This is an optimization exercise on Yosys and OpenROAD, whose aim is small area, a short achievable clock period and few clock cycles, not a production implementation.
Function was checked by simulation only, so behaviour that the tests miss may differ from the original.
Power is estimated from default activity; no workload was simulated.

`flow/run.sh`:
```
#!/bin/bash
set -euo pipefail
cd "$(dirname "$0")/.."
bash standard.sh SETUP_SLACK_MARGIN=9 finish > flow_standard.log 2>&1
```
`standard.sh`:
```
#!/bin/bash
# synth_recipe.tcl (not shown) runs the flow's synth.tcl, then flattens the netlist and writes it again
# the make line also repeats each setting of config.mk as NAME=value (left out here)
make -C /OpenROAD-flow-scripts/flow DESIGN_CONFIG=/design/flow/config.mk WORK_HOME=/design/flow/orfs CLKGATE_MAP_FILE= SYNTH_SCRIPT=/design/flow/synth_recipe.tcl "${@:-finish}"
```
`config.mk`:
```
export PLATFORM = sky130hd
export DESIGN_NAME = ARM
export DESIGN_NICKNAME = ARM
export VERILOG_FILES = /design/flow/design.v
export SDC_FILE = /design/flow/constraint.sdc
export NUM_CORES = 4
export LEC_CHECK = 0
export ABC_AREA = 1
export CAP_MARGIN = 20
export CORE_MARGIN = 2
export CORE_UTILIZATION = 45
export SLEW_MARGIN = 20
```
`constraint.sdc`:
```
create_clock -name core_clock -period 14.0 [get_ports {CLK}]
set_input_delay 2.8000 -clock core_clock [delete_from_list [all_inputs] [get_ports {CLK}]]
set_output_delay 2.8000 -clock core_clock [all_outputs]
set_load 0.01 [all_outputs]
```
`design.v`:
```
module ARM(
    input CLK,
    input Reset,
    input [31:0] Instr,
    input [31:0] ReadData,
    output MemWrite,
    output [31:0] PC,
    output [31:0] ALUResult,
    output [31:0] WriteData
);
    reg [31:0] pc_r;
    reg [31:0] ir;
    reg [3:0]  ra1, ra2;
    reg [14:0] oh1, oh2;           
    reg        id_valid;
    reg        ex_valid;
    reg [3:0]  ex_cond;
    reg        ex_ld, ex_st, ex_mul, ex_div, ex_b, ex_alu;
    reg [1:0]  ex_aluop;           
    reg        ex_fcv, ex_we;
    reg [3:0]  ex_rd;
    reg [31:0] ex_A, ex_B;
    reg [31:0] ex_addr;            
    reg        fN, fZ, fC, fV;
    reg        m_busy;
    reg [4:0]  m_cnt;
    reg [31:0] rf [0:14];
    assign PC = pc_r;
    function cond_pass;
        input [3:0] c;
        input N, Z, C, V;
        begin
            case (c)
                4'b0000: cond_pass = Z;
                4'b0001: cond_pass = ~Z;
                4'b0010: cond_pass = C;
                4'b0011: cond_pass = ~C;
                4'b0100: cond_pass = N;
                4'b0101: cond_pass = ~N;
                4'b0110: cond_pass = V;
                4'b0111: cond_pass = ~V;
                4'b1000: cond_pass = ~Z & C;
                4'b1001: cond_pass = Z | ~C;
                4'b1010: cond_pass = ~(N ^ V);
                4'b1011: cond_pass = N ^ V;
                4'b1100: cond_pass = ~Z & ~(N ^ V);
                4'b1101: cond_pass = Z | (N ^ V);
                default: cond_pass = 1'b1;
            endcase
        end
    endfunction
    wire cond_ok = cond_pass(ex_cond, fN, fZ, fC, fV);
    wire ex_go = ex_valid & cond_ok;
    wire [31:0] srcB = ex_B;
    wire        sub  = ex_aluop[0];
    wire [32:0] sum  = {1'b0, ex_A} + {1'b0, sub ? ~srcB : srcB} + {32'b0, sub};
    reg  [31:0] alu_out;
    always @(*) begin
        case (ex_aluop)
            2'b10: alu_out = ex_A & srcB;
            2'b11: alu_out = ex_A | srcB;
            default: alu_out = sum[31:0];
        endcase
    end
    wire cout  = sum[32] ^ sub;
    wire aN    = sum[31];
    wire [31:0] z_x = sub ? ~srcB : srcB;
    wire [31:0] z_p = ex_A ^ z_x;
    wire [31:0] z_k = {ex_A[30:0] | z_x[30:0], sub};
    wire aZ    = ~|(z_p ^ z_k);
    wire aV    = (ex_A[31] ^ sum[31]) & ~(ex_A[31] ^ srcB[31] ^ sub);
    always @(posedge CLK) begin
        if (ex_go & ex_fcv) begin fN <= aN; fZ <= aZ; fC <= cout; fV <= aV; end
    end
    wire [31:0] m_P = ex_addr;    
    wire [31:0] mul_res = m_P + (ex_B[0] ? ex_A : 32'd0)
                              + (ex_B[1] ? {ex_A[30:0], 1'b0} : 32'd0)
                              + (ex_B[2] ? {ex_A[29:0], 2'b0} : 32'd0)
                              + (ex_B[3] ? {ex_A[28:0], 3'b0} : 32'd0);
    wire mul_done = (ex_B[31:4] == 28'd0) | (ex_A[27:0] == 28'd0);
    function [5:0] clz32;
        input [31:0] x;
        reg [7:0] nz;
        reg [1:0] c [0:7];
        reg [2:0] f;
        integer k;
        begin
            for (k = 0; k < 8; k = k + 1) begin
                nz[k] = |x[4*k +: 4];
                c[k] = x[4*k+3] ? 2'd0 : x[4*k+2] ? 2'd1 : x[4*k+1] ? 2'd2 : 2'd3;
            end
            f = nz[7] ? 3'd0 : nz[6] ? 3'd1 : nz[5] ? 3'd2 : nz[4] ? 3'd3 :
                nz[3] ? 3'd4 : nz[2] ? 3'd5 : nz[1] ? 3'd6 : 3'd7;
            clz32 = (nz == 8'd0) ? 6'd32 : {1'b0, f, c[7 - f]};
        end
    endfunction
    wire [5:0] clzA = clz32(ex_A);
    wire [5:0] clzB = clz32(ex_B);
    wire       divB0 = (ex_B == 32'd0);
    function [31:0] smear;
        input [31:0] x;
        reg [31:0] t;
        begin
            t = x | (x >> 1);
            t = t | (t >> 2);
            t = t | (t >> 4);
            t = t | (t >> 8);
            smear = t | (t >> 16);
        end
    endfunction
    wire [31:0] smA = smear(ex_A);
    wire       div_small = |(ex_B & ~smA);        
    wire [5:0] div_diff = clzB - clzA;
    wire       div_ge = ~cout;                    
    wire [31:0] div_q = {ex_addr[30:0], div_ge};
    wire       div_done = m_busy ? (m_cnt == 5'd0) : (divB0 | div_small);
    wire [31:0] div_res = m_busy ? div_q : {32{divB0}};
    wire mul_swap = ~m_busy & ~mul_done & (|(ex_B & ~{smA[27:0], 4'hF}));
    wire m_done = ex_mul ? (mul_done & ~mul_swap) : div_done;
    wire stall_ex = ex_go & (ex_mul | ex_div) & ~m_done;
    assign ALUResult = ex_addr;
    assign WriteData = ex_B;
    assign MemWrite  = ex_go & ex_st;
    wire        wb_we = ex_go & ex_we & ~stall_ex;
    wire [31:0] wb_d  = ({32{ex_mul}} & mul_res) | ({32{ex_div}} & div_res) |
                        ({32{ex_ld}} & ReadData) | ({32{ex_alu}} & alu_out);
    always @(posedge CLK)
        if (wb_we) rf[ex_rd] <= wb_d;
    wire br_taken = ex_go & ex_b;
    wire       i_md  = ((Instr[27:25] == 3'b000) & (Instr[7:4] == 4'b1001) & (Instr[24:21] == 4'b0000)) |
                       ((Instr[27:20] == 8'b01111111) & (Instr[7:4] == 4'b1111));
    wire       i_st  = (Instr[27:26] == 2'b01) & ~Instr[20];
    wire [3:0] i_ra1 = i_md ? Instr[11:8] : Instr[19:16];
    wire       i_dpimm = (Instr[27:25] == 3'b001);
    wire [3:0] i_ra2 = i_st ? Instr[15:12] : i_dpimm ? 4'd15 : Instr[3:0];
    function [14:0] onehot15;
        input [3:0] a;
        integer k;
        begin
            for (k = 0; k < 15; k = k + 1)
                onehot15[k] = (a == k);
        end
    endfunction
    wire [3:0] d_cond = ir[31:28];
    wire [1:0] d_op   = ir[27:26];
    wire       d_I    = ir[25];
    wire [3:0] d_cmd  = ir[24:21];
    wire       d_S    = ir[20];
    wire       d_mul  = (d_op == 2'b00) & ~d_I & (ir[7:4] == 4'b1001) & (d_cmd == 4'b0000);
    wire       d_dp   = (d_op == 2'b00) & ~d_mul;
    wire       d_div  = (d_op == 2'b01) & (ir[25:20] == 6'b111111) & (ir[7:4] == 4'b1111);
    wire       d_mem  = (d_op == 2'b01) & ~d_div;
    wire       d_ld   = d_mem & ir[20];
    wire       d_st   = d_mem & ~ir[20];
    wire       d_b    = (d_op == 2'b10);
    wire       d_md   = d_mul | d_div;
    wire [3:0] d_rd = d_md ? ir[19:16] : ir[15:12];
    reg [1:0] d_aluop;
    always @(*) begin
        case (d_cmd)
            4'b0000: d_aluop = 2'b10;
            4'b1100: d_aluop = 2'b11;
            4'b0010, 4'b1010: d_aluop = 2'b01;
            default: d_aluop = 2'b00;
        endcase
        if (d_div) d_aluop = 2'b01;
    end
    wire d_arith = (d_cmd == 4'b0100) | (d_cmd == 4'b0010) | (d_cmd == 4'b1010) | (d_cmd == 4'b1011);
    wire d_cmpn  = (d_cmd[3:1] == 3'b101);
    wire d_fcv = d_dp & d_S & d_arith;
    wire d_we  = (d_dp & ~d_cmpn) | d_ld | d_md;
    wire       d_shreg = d_dp & ~d_I;
    wire [4:0] d_shamt = d_shreg ? ir[11:7] : 5'd0;
    wire [1:0] d_sh    = d_shreg ? ir[6:5] : 2'b11;
    wire [4:0] d_rot   = (d_sh == 2'b00) ? (5'd0 - d_shamt) : d_shamt;
    reg [31:0] rf1, rf2;
    integer j;
    always @(*) begin
        rf1 = 32'd0;
        rf2 = 32'd0;
        for (j = 0; j < 15; j = j + 1) begin
            rf1 = rf1 | (rf[j] & {32{oh1[j]}});
            rf2 = rf2 | (rf[j] & {32{oh2[j]}});
        end
    end
    wire        m_norm = ex_go & ex_div & ~m_busy & ~divB0 & ~div_small;
    wire [31:0] s_in  = m_norm ? ex_B : rf2;
    wire [4:0]  s_rot = m_norm ? (clzA[4:0] - clzB[4:0]) : d_rot;
    wire [31:0] r0 = s_rot[4] ? {s_in[15:0], s_in[31:16]} : s_in;
    wire [31:0] r1 = s_rot[3] ? {r0[7:0], r0[31:8]} : r0;
    wire [31:0] r2 = s_rot[2] ? {r1[3:0], r1[31:4]} : r1;
    wire [31:0] r3 = s_rot[1] ? {r2[1:0], r2[31:2]} : r2;
    wire [31:0] rot = s_rot[0] ? {r3[0], r3[31:1]} : r3;
    reg  [31:0] kill;
    integer i;
    always @(*) begin
        for (i = 0; i < 32; i = i + 1)
            kill[i] = ~m_norm & (((d_sh == 2'b00) & (i < d_shamt)) |
                      (~d_sh[1] & d_sh[0] | d_sh[1] & ~d_sh[0]) & ((31 - i) < d_shamt));
    end
    wire fill = (d_sh == 2'b10) & s_in[31];
    wire [31:0] sh_out = (rot & ~kill) | ({32{fill}} & kill);
    wire [31:0] d_opB  = sh_out | ((d_I & d_dp) ? {24'b0, ir[7:0]} : 32'd0);
    wire [31:0] rd1 = (wb_we && ex_rd == ra1) ? wb_d : rf1;
    wire [31:0] rd2 = (wb_we && ex_rd == ra2) ? wb_d : d_opB;
    wire [31:0] pc_plus4 = pc_r + 32'd4;
    wire [31:0] m_off = ir[23] ? {20'b0, ir[11:0]} : -{20'b0, ir[11:0]};
    wire [31:0] b_off = {{6{ir[23]}}, ir[23:0], 2'b00};
    wire [31:0] a_base = d_b ? pc_plus4 : rf1;
    wire [31:0] a_off  = d_b ? b_off : m_off;
    wire [31:0] d_addr = a_base + a_off;
    wire stall_id = id_valid & ex_valid & ex_we &
                    ((d_mem & (ex_rd == ir[19:16])) |
                     (d_shreg & (d_shamt != 5'd0) & (ex_rd == ra2)));
    wire id_bres  = id_valid & d_b & ~(ex_valid & ex_fcv) & ~stall_ex;
    wire id_btake = id_bres & cond_pass(d_cond, fN, fZ, fC, fV);
    always @(posedge CLK or posedge Reset) begin
        if (Reset) begin
            pc_r     <= 32'd0;
            id_valid <= 1'b0;
            ex_valid <= 1'b0;
            m_busy   <= 1'b0;
        end else begin
            m_busy <= stall_ex;
            if (br_taken) begin
                pc_r     <= ex_addr;
                id_valid <= 1'b0;
                ex_valid <= 1'b0;
            end else if (stall_ex) begin
            end else if (id_btake) begin
                pc_r     <= d_addr;
                id_valid <= 1'b0;
                ex_valid <= 1'b0;
            end else if (stall_id) begin
                ex_valid <= 1'b0;
            end else begin
                pc_r     <= pc_plus4;
                id_valid <= 1'b1;
                ex_valid <= id_valid;
            end
        end
    end
    always @(posedge CLK) begin
        if (~stall_ex & ~stall_id) begin
            ir  <= Instr;
            ra1 <= i_ra1;
            ra2 <= i_ra2;
            oh1 <= onehot15(i_ra1);
            oh2 <= onehot15(i_ra2);
        end
        if (stall_ex) begin
            if (ex_mul & mul_swap) begin
                ex_addr <= 32'd0;
                ex_A    <= ex_B;
                ex_B    <= ex_A;
            end else if (ex_mul) begin
                ex_addr <= mul_res;
                ex_A    <= {ex_A[27:0], 4'b0};
                ex_B    <= {4'b0, ex_B[31:4]};
            end else if (~m_busy) begin
                ex_addr <= 32'd0;
                m_cnt   <= div_diff[4:0];
                ex_B    <= sh_out;
            end else begin
                ex_addr <= div_q;
                m_cnt   <= m_cnt - 5'd1;
                if (div_ge) ex_A <= sum[31:0];
                ex_B    <= {1'b0, ex_B[31:1]};
            end
        end else begin
            ex_cond   <= d_cond;
            ex_ld     <= d_ld;
            ex_alu    <= d_dp;
            ex_st     <= d_st;
            ex_mul    <= d_mul;
            ex_div    <= d_div;
            ex_b      <= d_b & ~id_bres;
            ex_aluop  <= d_aluop;
            ex_fcv    <= d_fcv;
            ex_we     <= d_we;
            ex_rd     <= d_rd;
            ex_A      <= rd1;
            ex_B      <= rd2;
            ex_addr   <= d_mul ? 32'd0 : d_addr;
        end
    end
endmodule
```
==> notes.md, run 1 <==
Post-Synth Simple-Gate Area=a little over a quarter; Hold Crit Start=ir[31]; crit path time final=5.024 ns; Critical R2R Launch=ex_A[3]; number of distinct library cells after synthesis=67; Die Y=around 330 um; Hold Vio Cnt, Final=0; setup TNS=0 ns; Critical Path Sink Type=register; ratio of cells with drive above 1 in the final layout=between 10% and 20%; fin. max-slew vios=0; Synth area leader=edfxtp_1; # H-tree levels=3; die area=111900 um2; Leakage Power=between 20 and 30 nW; post-synthesis mux area share=0.04074%; Max Cap Viol=0; first-pass GRT wire length=341500 um; Req. time, crit path=14.28 ns; Non-Filler Instances=7982; Routed WL=248000 um; most common cell after layout, fill and taps aside=nand2_1; placed cell count=~7700; final net count=about 7000; worst hold slack=0.4618 ns; number of port buffers=162; area delta synth->final=21.37%; Ys Warns=3; Final Setup Violations=0; clock-pin slew on the worst setup and hold paths=approximately 0.070 ns; gp weighted congestion=between 1 and 1.5; max_slew headroom=23.28%; core area=~110000 um2; Pwr Total=0.01112 W; ANT nets after route=0; Setup Crit Path Kind=register to register; Crit path arrival time=roughly 5.3 ns; Initial Util=45.27%; Final Skew=0.03138 ns; Compound-Gate Fraction of Synth Area=14.39%; Post-DP HPWL=168400 um; most frequent cells in the layout=1738 x nand2_1, 609 x edfxtp_1, 552 x inv_1, 375 x nand3_1, 366 x nor2_1; initial antenna violation count=13; drt pass-1 iters=8; GRT Total Usage=a little over two fifths; dominant cells by area after synthesis=edfxtp_1 37%, nand2_1 14%, nand3_1 5.2%, inv_1 4.4%, fa_1 3.7%; register area share after synthesis=41.60%; Fill cells=around 10000; Synth top area share=between 30% and 40%; area share of xor/xnor cells in the synthesized design=2.477%; largest net degree at the start of global routing=77; # DRC=0; Achievable Freq=199.0 MHz; status=timing/DRC/antenna clean; placement row count=121; clock sinks=708; clock insertion delay at the later pin of the skew report=between 0.6 and 0.7 ns; total grt overflow=0; unrepaired setup endpoints after global routing=yes; CTS tree=done; ys flop type=edfxtp_1; Max rail drop VDD=131.5 uV; via count=51478; pin slew with the least headroom to its limit=1.136 ns; largest family of logic cells by synthesized area=simple AND/OR/NAND/NOR gates; IO Count=163; Min-Delay Path Class=register to register; Worst Setup SP=ex_A[3]; EDFF count, synth=609; CTS Buf Count=78; DR iter-0 viols=7324; Tcrit/Tclk final=35.89%; cells along the critical path=buf_12, buf_4, nor2_4, nand3_1, nor2_1, nand2_1, o311ai_2, a21oi_2, nand2_8, buf_8, nand2_2, inv_1, nand3_1, nor2_4, buf_4; die width=334.5 um; Avg Inst Size Synth=7.848 um2; Clock Path Buffers=3; startpoint types=register; vias in the first global route=47180; reg2reg setup slack=8.98 ns; CP peak stage delay=0.76 ns; register bit total from synthesis=708; critical path peak fanout=32; Synth Area in Adders=7.388%; Root Buffer Master=clkbuf_16; wire per inst=31.07 um; CP max-delay cell=o311ai_2; Synth async-reset ratio=4.944%; synthesized cell area=49140 um2; PD cells=186.5 nW/um2; Cells after Synth=6262; Vias/cell=6.449
==> power breakdown <==
group          internal [W]  switching (W)
sequential          0.00256       0.000321
combinational       0.00220        0.00391
clock               0.00120       0.000929
total               0.00596        0.00516
==> critical path: cells and delay by family (launching register included) <==
family	cells	cell delay, ns
flops	1	0.43
buf+inv	5	1.30
simple gates	8	1.67
compound gates	2	1.14
==> cell type report <==
class	count	area, um2	share of cell area (%)
Tap cell	1414	1769	2.966
Sequential cell	708	20470	34.32
Timing Repair Buffer	489	4721	7.915
Clock buffer	91	2042	3.423
Multi-Input combinational cell	4626	27800	46.61
Clock inverter	50	515.5	0.8643
Timing Repair inverter	2	15.01	0.02517
Antenna cell	7	17.52	0.02937
Inverter	595	2295	3.847
==> cells in the mapped netlist, types with 6 or more instances <==
library cell,instances
nand2_1,1848
edfxtp_1,609
inv_1,581
nand3_1,514
nor2_1,422
o21ai_0,346
a21oi_1,323
clkbuf_1,216
nand4_1,157
ha_1,143
a221oi_1,109
xor2_1,96
fa_1,92
buf_2,74
o211ai_1,74
dfxtp_1,64
a22o_1,52
nor3_1,52
o22ai_1,49
xnor2_1,43
buf_1,37
dfrtp_1,35
a211oi_1,33
nor4_1,30
a31oi_1,26
a21boi_0,25
or2_2,22
o2111ai_1,18
a21o_1,11
and2_1,11
a22oi_1,10
inv_2,9
nand3b_1,9
nor2_2,9
o311ai_0,9
clkbuf_2,7
nor2_4,7
o21ai_1,7
o221ai_1,7
o31ai_1,7
o21bai_1,6
==> state kept, by name, summed over array words and instances, names as in the netlist, 2 cells and up <==
signal and count:
rf 480, ex_A 32, ex_B 32, ex_addr 32
ir 32, pc_r 32, oh1 15, oh2 15
m_cnt 5, ex_cond 4, ex_rd 4, ra1 4
ra2 4, ex_aluop 2
==> kinds of logic (layout without fill, tap and decap cells) <==
kind of cell             Yosys count  count (layout)
XOR/XNOR                         139             139
multiplexers                       2               2
adder cells (fa/ha/maj)          235             235
other                              0               7
flip-flops                       708             708
AO/OA/AOI/OAI                   1140            1142
buffers and inverters            937            1227
AND/OR/NAND/NOR                 3101            3108
==> layer usage <==
metal | part of all wire [%] | track usage (%) | wire length [um]
met1 | 36 | 52.99 | 88930
met2 | 43 | 64.37 | 106400
met3 | 12 | 10.21 | 29700
met4 | 9.2 | 32.47 | 22870
met5 | 0.026 | 0.08684 | 64
==> metrics by stage <==
stage / setup slack (ns) / util [%] / instance area (um2)
3_3_place_gp: 7.047 / 48.32 / 52450
5_1_grt: 8.843 / 54.93 / 59630
6_report: 8.976 / 54.95 / 59650
4_1_cts: 8.911 / 52.38 / 56860
2_1_floorplan: 9.023 / - / 49160
3_5_place_dp: 7.199 / 48.38 / 52520
==> final timing paths <==
check | end | cells after the start
min in group asynchronous | m_busy | 3
max reg2reg | rf[13][17] | 15
min | ex_cond[3] | 0
max in group asynchronous | pc_r[4] | 3
min reg2reg | ex_cond[3] | 0
max | rf[13][17] | 15
==> timing repair <==
| item | in CTS | in global routing |
|---|---|---|
| endpoints found under the setup margin | 1022 | 758 |
| cloned | 10 | 6 |
| pin swaps | 33 | 142 |
| hold buffers | 0 | 0 |
| buffers inserted | 82 | 79 |
| resized for setup | 235 | 502 |
Testbench counts, summed over its fixed seeds: cycles 19,913.
==> inputs of run 2 (changes only) <==
--- a/design.v
+++ b/design.v
@@ -209,7 +209,7 @@
     wire [31:0] a_base = d_b ? pc_plus4 : rf1;
     wire [31:0] a_off  = d_b ? b_off : m_off;
     wire [31:0] d_addr = a_base + a_off;
-    wire stall_id = id_valid & ex_valid & ex_we &
+    wire stall_id = id_valid & ex_go & ex_we &
                     ((d_mem & (ex_rd == ir[19:16])) |
                      (d_shreg & (d_shamt != 5'd0) & (ex_rd == ra2)));
     wire id_bres  = id_valid & d_b & ~(ex_valid & ex_fcv) & ~stall_ex;
==> run 2 against run 1 <==
Effect of this change:
- still clean on timing, DRC and antenna
- first-iteration DRC count grew 5.4%
- die area grew 1.3%
- sequential power about the same
- largest cell class unchanged
- largest power group unchanged
==> notes.md, run 2 <==
wire per inst=slightly above 30 um; startpoint types=register; Cells after Synth=~6400; first-pass GRT wire length=347800 um; EDFF count, synth=approximately 610; status=timing/DRC/antenna clean; dominant cells by area after synthesis=edfxtp_1 37%, nand2_1 14%, nand3_1 5.3%, inv_1 4.8%, fa_1 3.7%; Req. time, crit path=11.20 ns; CTS Buf Count=slightly below 80; clock insertion delay at the later pin of the skew report=0.70 ns; post-layout util=54.16%; Hold Vio Cnt, Final=0; pin slew with the least headroom to its limit=1.235 ns; Crit path arrival time=2.43 ns; vias in the first global route=47170; Final Skew=0.05168 ns; Final Setup Violations=0; area delta synth->final=19.92%; area occupied by multi-input gates=27380 um2; # DRC=0; CP peak stage delay=0.48 ns; Critical Path Sink Type=output pin; clock sinks=between 700 and 800; WP buf/inv=4; Clock Path Buffers=3; Leakage Power=25.48 nW; Tcrit/Tclk final=a little under two fifths; Max Cap Viol=0; # H-tree levels=3; Setup Crit Path Kind=register to output pin; critical path peak fanout=5; max_slew headroom=between 10% and 20%; drt pass-1 iters=6; ratio of cells with drive above 1 in the final layout=13.64%; total grt overflow=0; Min-Delay Path Class=register to register; Post-DP HPWL=between 150000 and 200000 um; cells along the critical path=inv_2, nand2_2, nand2_2, nand3_1, nand3_1, a21oi_2, nor2_2, buf_6, clkinvlp_4, nor2_4, buf_6; core area=about 110000 um2; die area=~110000 um2; Max rail drop VDD=136.4 uV; RR Endpoint=ex_B[15]; register area share after synthesis=approximately two fifths; count leader, synth=nand2_1; largest register by flop count=rf; Critical R2R Launch=ex_B[1]; PD cells=182.8 nW/um2; Synth top area share=between 30% and 40%; max FFs per register=480; Avg Inst Size Synth=a little under 8 um2; crit path time final=5.229 ns; Synth top cells by count=1838 x nand2_1, 639 x inv_1, 609 x edfxtp_1; worst hold slack=0.4948 ns; final net count=6909; most frequent cells in the layout=1762 x nand2_1, 609 x edfxtp_1, 608 x inv_1, 440 x nand3_1, 382 x nor2_1; Initial Util=45.17%; hold-critical path depth=0; Crit path max-delay family=simple AND/OR/NAND/NOR gates; Root Buffer Master=clkbuf_16; DR iter-0 viols=7721; Ys Warns=3; ANT nets after route=0; placement row count=122; Routed WL=between 200000 and 300000 um; CP max-delay cell=edfxtp_1; fin. max-slew vios=0; Hold Crit Start=ir[30]; Synth area leader=edfxtp_1; Endpoint, Worst Hold=ex_cond[2]; FF+latch area=20470 um2; Reg2Reg Depth=20; number of port buffers=162; die width=336.6 um; synthesized cell area=49780 um2; Vias/cell=6.315; gp weighted congestion=roughly 1.0; IO Count=163; largest net degree at the start of global routing=70; reg2reg setup slack=between 8 and 9 ns; Die Y=336.6 um; GRT Total Usage=43.34%; Fill cells=~11000; register bit total from synthesis=708; ys flop type=edfxtp_1; setup TNS=0 ns; Synth async-reset ratio=slightly below 5%; unrepaired setup endpoints after global routing=yes; CTS tree=done; initial antenna violation count=18; number of distinct library cells after synthesis=72; via count=51587; clock-pin slew on the worst setup and hold paths=0.07 ns; most common cell after layout, fill and taps aside=nand2_1; Pwr Total=0.01091 W; Worst path depth=11; Achievable Freq=around 190 MHz
run 2: cell types whose count changed after synthesis, moves of 9 or more:
| cell | before | now |
|---|---|---|
| nor3_1 | 52 | 64 |
| clkbuf_1 | 216 | 207 |
| buf_2 | 74 | 89 |
| nand3_1 | 514 | 530 |
| o21ai_0 | 346 | 334 |
| or2_2 | 22 | 8 |
| xor2_1 | 96 | 114 |
| inv_1 | 581 | 639 |
| or2_1 | 0 | 10 |
| nand2_1 | 1848 | 1838 |
| o22ai_1 | 49 | 74 |
| o2111ai_1 | 18 | 28 |
| a21oi_1 | 323 | 314 |
| nor4_1 | 30 | 17 |
run 2: cell families after synthesis:
| kind of cell | count (synthesis) | share of synthesized area (%) |
|---|---|---|
| adder cells (fa/ha/maj) | 235 | 7.294 |
| buffers and inverters | 1007 | 7.960 |
| AO/OA/AOI/OAI | 1161 | 14.63 |
| XOR/XNOR | 149 | 2.622 |
| multiplexers | 2 | 0.04022 |
| flip-flops | 708 | 41.07 |
| AND/OR/NAND/NOR | 3105 | 26.39 |
run 2: worst max path at each step:
stage | from | endpoint
after floorplan | ex_B[0] | ex_A[23]
after CTS | fN | MemWrite
final | fN | MemWrite
after global routing | ex_cond[3] | MemWrite
after detailed placement | ex_B[0] | ex_A[19]
after global placement | ex_B[0] | ex_A[19]
run 2: layout make-up:
| type | instances | area share (%) |
|---|---|---|
| multi-input cells | 4658 | 45.87 |
| flip-flops and latches | 708 | 34.29 |
| repair buffers | 502 | 7.975 |
| inverters | 656 | 4.244 |
| clock buffers | 95 | 3.515 |
| well taps | 1488 | 3.119 |
| clock inverters | 51 | 0.9222 |
| diodes | 8 | 0.03354 |
| repair inverters | 3 | 0.02934 |
run 2: through the flow:
step / cell area, um2 / worst slack (ns) / cells
6_report: 59690 / 8.771 / 8169
5_1_grt: 59680 / 8.686 / 8164
4_1_cts: 57760 / 8.778 / 8092
3_5_place_dp: 53210 / 7.360 / 7826
3_3_place_gp: 53160 / 7.466 / 7821
2_1_floorplan: 49790 / 9.001 / 6367
run 2: worst reg2reg max path: cells and delay by family, from the launching register on:
family	cells	cell delay [ns]
AO/OA/AOI/OAI	4	0.90
XOR/XNOR	1	0.25
flip-flops	1	0.42
buffers and inverters	4	0.67
AND/OR/NAND/NOR	6	0.71
adder cells (fa/ha/maj)	5	2.05
run 2: power breakdown:
part	switching, W	internal [W]	leakage [nW]
registers	0.000353	0.00256	6.78
logic	0.00377	0.00206	17.4
clock network	0.000932	0.00125	1.30
run 2: metal layers:
metal  GRT usage (%)  part of all wire, %  up-vias
li1                -                    -    22291
met3           10.16                   12      973
met5               0                0.026        -
met4           33.62                  9.5       12
met2           65.90                   43     3754
met1           53.21                   36    24557
run 2: timing repair:
item	4_1_cts	5_1_grt
hold buffers	0	0
resized for setup	188	336
pin swaps	30	102
setup endpoints to repair	555	971
gates cloned	10	3
setup buffers	110	66
Testbench counts of run 2, summed over its fixed seeds: cycles 19,864.
==> inputs of run 3 (changes only) <==
--- a/design.v
+++ b/design.v
@@ -8,7 +8,7 @@
     output [31:0] ALUResult,
     output [31:0] WriteData
 );
-    reg [31:0] pc_r;
+    reg [31:2] pc_r;               
     reg [31:0] ir;
     reg [3:0]  ra1, ra2;
     reg [14:0] oh1, oh2;           
@@ -25,7 +25,7 @@
     reg        m_busy;
     reg [4:0]  m_cnt;
     reg [31:0] rf [0:14];
-    assign PC = pc_r;
+    assign PC = {pc_r, 2'b00};
     function cond_pass;
         input [3:0] c;
         input N, Z, C, V;
@@ -203,7 +203,7 @@
     wire [31:0] d_opB  = sh_out | ((d_I & d_dp) ? {24'b0, ir[7:0]} : 32'd0);
     wire [31:0] rd1 = (wb_we && ex_rd == ra1) ? wb_d : rf1;
     wire [31:0] rd2 = (wb_we && ex_rd == ra2) ? wb_d : d_opB;
-    wire [31:0] pc_plus4 = pc_r + 32'd4;
+    wire [31:0] pc_plus4 = {pc_r + 30'd1, 2'b00};
     wire [31:0] m_off = ir[23] ? {20'b0, ir[11:0]} : -{20'b0, ir[11:0]};
     wire [31:0] b_off = {{6{ir[23]}}, ir[23:0], 2'b00};
     wire [31:0] a_base = d_b ? pc_plus4 : rf1;
@@ -216,25 +216,25 @@
     wire id_btake = id_bres & cond_pass(d_cond, fN, fZ, fC, fV);
     always @(posedge CLK or posedge Reset) begin
         if (Reset) begin
-            pc_r     <= 32'd0;
+            pc_r     <= 30'd0;
             id_valid <= 1'b0;
             ex_valid <= 1'b0;
             m_busy   <= 1'b0;
         end else begin
             m_busy <= stall_ex;
             if (br_taken) begin
-                pc_r     <= ex_addr;
+                pc_r     <= ex_addr[31:2];
                 id_valid <= 1'b0;
                 ex_valid <= 1'b0;
             end else if (stall_ex) begin
             end else if (id_btake) begin
-                pc_r     <= d_addr;
+                pc_r     <= d_addr[31:2];
                 id_valid <= 1'b0;
                 ex_valid <= 1'b0;
             end else if (stall_id) begin
                 ex_valid <= 1'b0;
             end else begin
-                pc_r     <= pc_plus4;
+                pc_r     <= pc_plus4[31:2];
                 id_valid <= 1'b1;
                 ex_valid <= id_valid;
             end
==> run 3 against run 2 <==
Effect of this change:
- register-to-register slack hardly changed
- core utilization rose by 1.2 points
- clock-buffer cell count up 10
- critical path type unchanged
- highest routed layer unchanged
- still clean on timing, DRC and antenna
- clock skew is 0.012 ns lower
- routed wire length fell by 0.14%
- fmax grew 2.9%
- final cell count fell by 2.3%
- sequential power is 1% lower
- largest power group unchanged
- final area is 0.71% higher
- flip-flop and latch count is 2 lower
==> notes.md, run 3 <==
initial antenna violation count=10; pin slew with the least headroom to its limit=between 1 and 1.5 ns; PD cells=196.1 nW/um2; WP buf/inv=2; core area=between 100000 and 150000 um2; startpoint types=register; largest net degree at the start of global routing=71; Die Y=334.2 um; Fill cells=10048; Cell Area, Placed=approximately 52000 um2; die area=approximately 110000 um2; power share of the clock group=a little under a fifth; Achievable Freq=about 200 MHz; synthesized cell area=49050 um2; ANT nets after route=0; Post-DP HPWL=172400 um; crit path time final=5.082 ns; Leakage Power=25.14 nW; Final Skew=0.03937 ns; Synth async-reset ratio=4.674%; met2 wire length=108700 um; Synth top area share=37.28%; Synth top cells by count=1746 x nand2_1, 609 x edfxtp_1, 609 x inv_1; FF+latch area=20420 um2; M1 wire length=88670 um; largest register by flop count=rf; Critical Path Sink Type=output pin; Routed WL=roughly 250000 um; Worst Setup SP=fV; setup TNS=0 ns; Synth area leader=edfxtp_1; Max Cap Viol=0; cells along the critical path=nand2_2, nand2_2, nand2_2, nand2_1, nand3_2, a21oi_2, nor2_4, clkinvlp_4, nor2_4, buf_6; register area share after synthesis=41.58%; Cells after Synth=6206; vias in the first global route=47418; drt pass-1 iters=7; total grt overflow=0; Root Buffer Master=clkbuf_16; Tcrit/Tclk final=36.30%; ratio of cells with drive above 1 in the final layout=16.21%; DR iter-0 viols=7878; critical path peak fanout=5; switching share of power=45.58%; design area=60120 um2; Critical R2R Launch=ex_B[1]; max FFs per register=480; Ys Warns=3; Crit path max-delay family=simple AND/OR/NAND/NOR gates; most frequent cells in the layout=1655 x nand2_1, 609 x edfxtp_1, 576 x inv_1, 392 x nand3_1, 390 x nor2_1; status=timing/DRC/antenna clean; Hold Vio Cnt, Final=0; number of port buffers=160; clock insertion delay at the later pin of the skew report=0.69 ns; die width=~330 um; Comb pwr share=56.9%; number of distinct library cells after synthesis=70; Req. time, crit path=11.20 ns; Min-Delay Path Class=register to register; CTS tree=done; clock sinks=slightly above 700; max_slew headroom=20.83%; Clock Path Buffers=3; Critical Path Most Common Cell=nand2_2; unrepaired setup endpoints after global routing=yes; post-layout util=55.38%; placement row count=121; CP max-delay cell=edfxtp_1; Seq pwr share=24.4%; Non-Filler Instances=about 8000; routed wl met3=31150 um; # DRC=0; final net count=6790; EDFF count, synth=609; Max rail drop VDD=between 200 and 250 uV; via count=51631; # H-tree levels=3; wire per inst=~32 um; CP peak stage delay=0.48 ns; placed cell count=7596; count leader, synth=nand2_1; ys flop type=edfxtp_1; area occupied by multi-input gates=27630 um2; Crit path arrival time=between 2 and 2.5 ns; worst hold slack=0.5040 ns; CTS Buf Count=81; first-pass GRT wire length=around 350000 um; GRT Total Usage=between 40% and 50%; area delta synth->final=22.56%; uppermost layer routed=met5; Pint=about 0.0064 W; Avg Inst Size Synth=7.904 um2; Initial Util=45.19%; gp weighted congestion=between 1 and 1.5; register bit total from synthesis=between 700 and 800; Final Setup Violations=0; Hold Crit Start=id_valid; dominant cells by area after synthesis=edfxtp_1 37%, nand2_1 13%, nand3_1 5.1%, inv_1 4.7%, fa_1 3.8%; clock-pin slew on the worst setup and hold paths=0.07 ns; IO Count=~160; most common cell after layout, fill and taps aside=nand2_1; Vias/cell=6.472; Psw=0.005373 W; Setup Crit Path Kind=register to output pin; fin. max-slew vios=0
-- run 3: cell types whose count changed in the layout (fill, tap and decap cells not counted), moves of 15 or more --
cell      previous run  this run
nand4_1            153       129
xor2_1             106        87
buf_4              273       292
a21oi_1            287       241
nand2_1           1762      1655
a22o_1              56        33
a21oi_2             19        37
o221ai_1            14        29
nand3_1            440       392
inv_1              608       576
-- run 3: final cells by class --
type	count	share of cell area, %
Timing Repair inverter	2	0.02081
Timing Repair Buffer	533	8.569
Clock buffer	105	3.634
Clock inverter	45	0.8783
Tap cell	1414	2.943
Antenna cell	8	0.03330
Inverter	625	3.992
Sequential cell	706	33.96
Multi-Input combinational cell	4540	45.97
-- run 3: kinds of logic after synthesis --
kind of cell	Yosys count	share of synthesized area, %
compound gates	1158	14.89
xor+xnor	138	2.464
fa+ha+maj	235	7.403
buf+inv	968	7.816
flops	706	41.58
mux	4	0.08163
other cells	1	0.007645
simple gates	2996	25.76
-- run 3: worst reg2reg max path, stage by stage, from the launching register on --
cell and delay [ns]:
dfxtp_4 0.51, buf_12 0.17, buf_12 0.13, nand2_1 0.06, inv_2 0.06, fa_1 0.45
fa_2 0.55, fa_1 0.46, ha_4 0.28, a21oi_4 0.17, o21ai_4 0.09, a21oi_4 0.16
o21ai_2 0.10, a21oi_2 0.19, inv_2 0.09, a21oi_2 0.18, xor2_1 0.23, nor2_1 0.10
a211oi_2 0.33, o21ai_1 0.16, buf_6 0.17, buf_12 0.15
-- run 3: metrics by stage --
| step | total power, W | setup slack, ns |
|---|---|---|
| floorplan | 0.005612 | 9.077 |
| global placement | 0.007598 | 7.281 |
| detailed placement | 0.007585 | 7.535 |
| CTS | 0.01043 | 8.810 |
| global route | 0.01221 | 8.803 |
| finish | 0.01179 | 8.919 |
-- run 3: worst paths after layout --
kind                       depth (start not counted)        end  slack, ns
min in group asynchronous                          3    pc_r[4]       2.56
hold reg to reg                                    2   id_valid       0.50
setup / recovery                                  10   MemWrite       8.92
setup reg to reg                                  21  rf[4][18]       8.94
hold / removal                                     2   id_valid       0.50
max in group asynchronous                          3    pc_r[2]      11.04
-- run 3: routing by layer --
layer / global-route usage [%] / up-vias
met4: 33.85 / 4
met2: 66.38 / 3950
met5: 0 / -
met3: 10.25 / 1088
met1: 53.22 / 24686
li1: - / 21903
-- run 3: power by group through the flow --
stage	clock network [W]	registers [W]	logic [W]
2_1_floorplan	0	0.00277	0.00284
3_3_place_gp	0	0.00290	0.00469
3_5_place_dp	0	0.00290	0.00468
4_1_cts	0.00221	0.00285	0.00536
5_1_grt	0.00230	0.00286	0.00705
6_report	0.00221	0.00287	0.00671
-- run 3: what timing repair did --
item,4_1_cts,5_1_grt
buffers inserted,89,116
cloned,9,9
pin swaps,71,150
setup endpoints to repair,490,302
hold buffers,0,0
hold endpoints to repair,0,0
resized for setup,243,468
Testbench counts of run 3, summed over its fixed seeds: cycles 19,864.
==> inputs of run 4 (changes only) <==
--- a/config.mk
+++ b/config.mk
@@ -8,5 +8,5 @@
 export ABC_AREA = 1
 export CAP_MARGIN = 20
 export CORE_MARGIN = 2
-export CORE_UTILIZATION = 45
+export CORE_UTILIZATION = 40
 export SLEW_MARGIN = 20
==> run 4 against run 3 <==
Effect of this change:
- still clean on timing, DRC and antenna
- clock power is about 10% lower
- combinational power fell by 6.4%
- hold slack got worse by 0.0066 ns
- via count decreased by 0.99%
- sequential power is essentially flat
- final area down 0.98%
- register-to-register slack got worse by 0.15 ns
- final cell count increased by 2.2%
- power shrank 5.6%
- worst setup slack lost 0.14 ns
- non-clock buffer count decreased by 31
- clock skew is 0.0089 ns lower
- largest cell class unchanged
- largest power group unchanged
==> notes.md, run 4 <==
synthesized cell area=slightly below 50000 um2; Max Cap Viol=0; most common cell after layout, fill and taps aside=nand2_1; pin slew with the least headroom to its limit=between 1 and 1.5 ns; max_slew headroom=15.15%; CTS Buf Count=79; largest net degree at the start of global routing=71; ys flop type=edfxtp_1; drt pass-1 iters=9; PnR worst setup slack=8.778 ns; area share of xor/xnor cells in the synthesized design=2.464%; placement row count=128; via count=51122; register bit total from synthesis=between 700 and 800; initial antenna violation count=13; Synth area leader=edfxtp_1; Reg2Reg Depth=26; core area=121700 um2; Critical Path Sink Type=output pin; RR Endpoint=ex_A[28]; Max rail drop VDD=about 170 uV; # H-tree levels=3; Hold Vio Cnt, Final=0; clock sinks=706; startpoint types=register; number of port buffers=160; Post-DP HPWL=174600 um; Leakage Power=around 25 nW; Compound-Gate Fraction of Synth Area=14.89%; Achievable Freq=191.5 MHz; Req. time, crit path=roughly 11 ns; Routed WL=254500 um; Synth top area share=37.28%; Synth top cells by count=1746 x nand2_1, 609 x edfxtp_1, 609 x inv_1; Min-Delay Path Class=register to register; clock insertion delay at the later pin of the skew report=0.67 ns; design area=59530 um2; Crit path arrival time=2.42 ns; gp weighted congestion=1.058; Synth Area in Adders=7.403%; Root Buffer Master=clkbuf_16; Vias/cell=~6.3; unrepaired setup endpoints after global routing=yes; largest register by flop count=rf; EDFF count, synth=609; placed cell count=7817; Die Y=~350 um; register area share after synthesis=around two fifths; PD cells=186.9 nW/um2; largest family of logic cells by synthesized area=simple AND/OR/NAND/NOR gates; ratio of cells with drive above 1 in the final layout=between 10 and 15%; clock-pin slew on the worst setup and hold paths=0.06 ns; total grt overflow=0; Pwr Total=0.01113 W; most frequent cells in the layout=1664 x nand2_1, 609 x edfxtp_1, 585 x inv_1, 412 x nand3_1, 392 x nor2_1; crit path time final=5.222 ns; ANT nets after route=0; setup TNS=0 ns; Tcrit/Tclk final=roughly 37%; post-synthesis mux area share=less than 1%; Critical R2R Launch=ex_B[1]; GRT Total Usage=about two fifths; Hold Crit Start=id_valid; DP Worst Slack=7.210 ns; dominant cells by area after synthesis=edfxtp_1 37%, nand2_1 13%, nand3_1 5.1%, inv_1 4.7%, fa_1 3.8%; Setup Crit Path Kind=register to output pin; number of distinct library cells after synthesis=70; Initial Util=40.30%; max FFs per register=480; vias in the first global route=around 47000; Fill cells=11815; IO Count=163; Post-Synth Simple-Gate Area=between 20% and 30%; Ys Warns=3; Hold Buf Count CTS=0; Final Setup Violations=0; Clock Path Buffers=3; Cells after Synth=6206; Avg Inst Size Synth=7.904 um2; Final Skew=0.03046 ns; Synth async-reset ratio=between 4 and 5%; Non-Filler Instances=approximately 8200; fin. max-slew vios=0; hold-critical path depth=2; # DRC=0; status=timing/DRC/antenna clean; die width=354.2 um; reg2reg setup slack=8.79 ns; wire per inst=31.21 um; count leader, synth=nand2_1; first-pass GRT wire length=348600 um; Cell Area, Placed=52690 um2; critical path peak fanout=4; die area=125400 um2; final net count=6760; CTS tree=done; DR iter-0 viols=around 8400; area delta synth->final=21.36%; Endpoint, Worst Hold=id_valid
## run 4: cell counts after synthesis
No cell type changed its count.
## run 4: final cells by class
cell class	count	area [um2]	area share [%]
Timing Repair Buffer	502	4822	8.101
Clock inverter	47	325.3	0.5465
Timing Repair inverter	1	5.005	0.008408
Antenna cell	5	12.51	0.02102
Tap cell	1625	2033	3.416
Multi-Input combinational cell	4544	27470	46.15
Clock buffer	98	2058	3.458
Sequential cell	706	20420	34.30
Inverter	625	2386	4.008
## run 4: cell families (layout without fill, tap and decap cells)
family	Yosys count	after routing
simple gates	2996	3006
compound gates	1158	1159
buf+inv	968	1273
flops	706	706
fa+ha+maj	235	235
xor+xnor	138	138
mux	4	4
other cells	1	7
## run 4: critical path, cell delays in order (launching register included)
cell and delay, ns:
edfxtp_1 0.45, buf_4 0.18, nand2_1 0.08, nand3_1 0.08
nand3_1 0.12, a21oi_2 0.08, nor2_4 0.20, clkinvlp_4 0.18
nor2_4 0.25, buf_6 0.15
## run 4: timing repair
action / 4_1_cts / 5_1_grt
buffers inserted: 76 / 91
pin swaps: 46 / 143
endpoints found under the setup margin: 563 / 371
cloned: 12 / 6
gates resized for setup: 235 / 409
## run 4: worst max-delay path by stage
stage | from | to | cells after the start
floorplan | ex_B[0] | ex_A[19] | 25
global placement | ex_B[0] | ex_B[31] | 20
detailed placement | ex_B[0] | ex_B[22] | 23
CTS | ex_cond[3] | MemWrite | 10
global route | ex_B[1] | ex_A[28] | 29
finish | fV | MemWrite | 9
## run 4: stage by stage
| stage | hold WS, ns | utilization [%] |
|---|---|---|
| 2_1_floorplan | 0.4512 | - |
| 6_report | 0.4974 | 48.91 |
| 4_1_cts | 0.5006 | 46.79 |
| 5_1_grt | 0.5342 | 48.90 |
| 3_3_place_gp | 0.4784 | 43.26 |
| 3_5_place_dp | 0.4880 | 43.29 |
## run 4: where the power goes
| group | internal (W) | total [W] | switching [W] |
|---|---|---|---|
| clock | 0.00106 | 0.00198 | 0.000928 |
| combinational | 0.00237 | 0.00628 | 0.00391 |
| sequential | 0.00254 | 0.00287 | 0.000328 |
| total | 0.00596 | 0.0111 | 0.00517 |
## run 4: metal layers
layer / global-route usage, % / vias to the layer above / part of all wire (%)
met5: 0 / - / 0.050
met4: 26.48 / 16 / 8.5
met3: 10.96 / 1065 / 13
met2: 58.39 / 3902 / 43
met1: 48.41 / 24285 / 36
li1: - / 21854 / -

==> separate check: timing with driven ports <==
No port has a modelled driver above. Below, the same layouts with a new extraction and two added sets of constraints. Step 1 (the two cells are an assumption about what drives the block):
set clk [get_ports {CLK}]
set_driving_cell -lib_cell sky130_fd_sc_hd__clkbuf_16 $clk
set_driving_cell -lib_cell sky130_fd_sc_hd__buf_2 [delete_from_list [all_inputs] $clk]
Step 2 adds t to the input delays and takes it off the output delays; t is the mean of the earliest and latest rising clock arrival at the registers after step 1. Input paths then give back, and output paths get back, about the clock's delay inside the block. a / b / c = ideal / step 1 / step 2; a / b = the first two.
| run | t, ns | slack for setup (ns) | worst register clock-pin slew, ns |
|---|---|---|---|
| run 1 | 0.722 | 8.976 / 8.921 / 8.551 | 0.07 / 0.07 |
| run 2 | 0.746 | 8.771 / 8.698 / 8.591 | 0.08 / 0.08 |
| run 3 | 0.744 | 8.918 / 8.850 / 8.537 | 0.07 / 0.07 |
| run 4 | 0.726 | 8.778 / 8.706 / 8.605 | 0.07 / 0.07 |
After both steps every run listed still meets setup and hold. For run 1, which loses most, drivers alone change the setup slack by -0.055 ns; drivers and shift together by -0.425 ns.
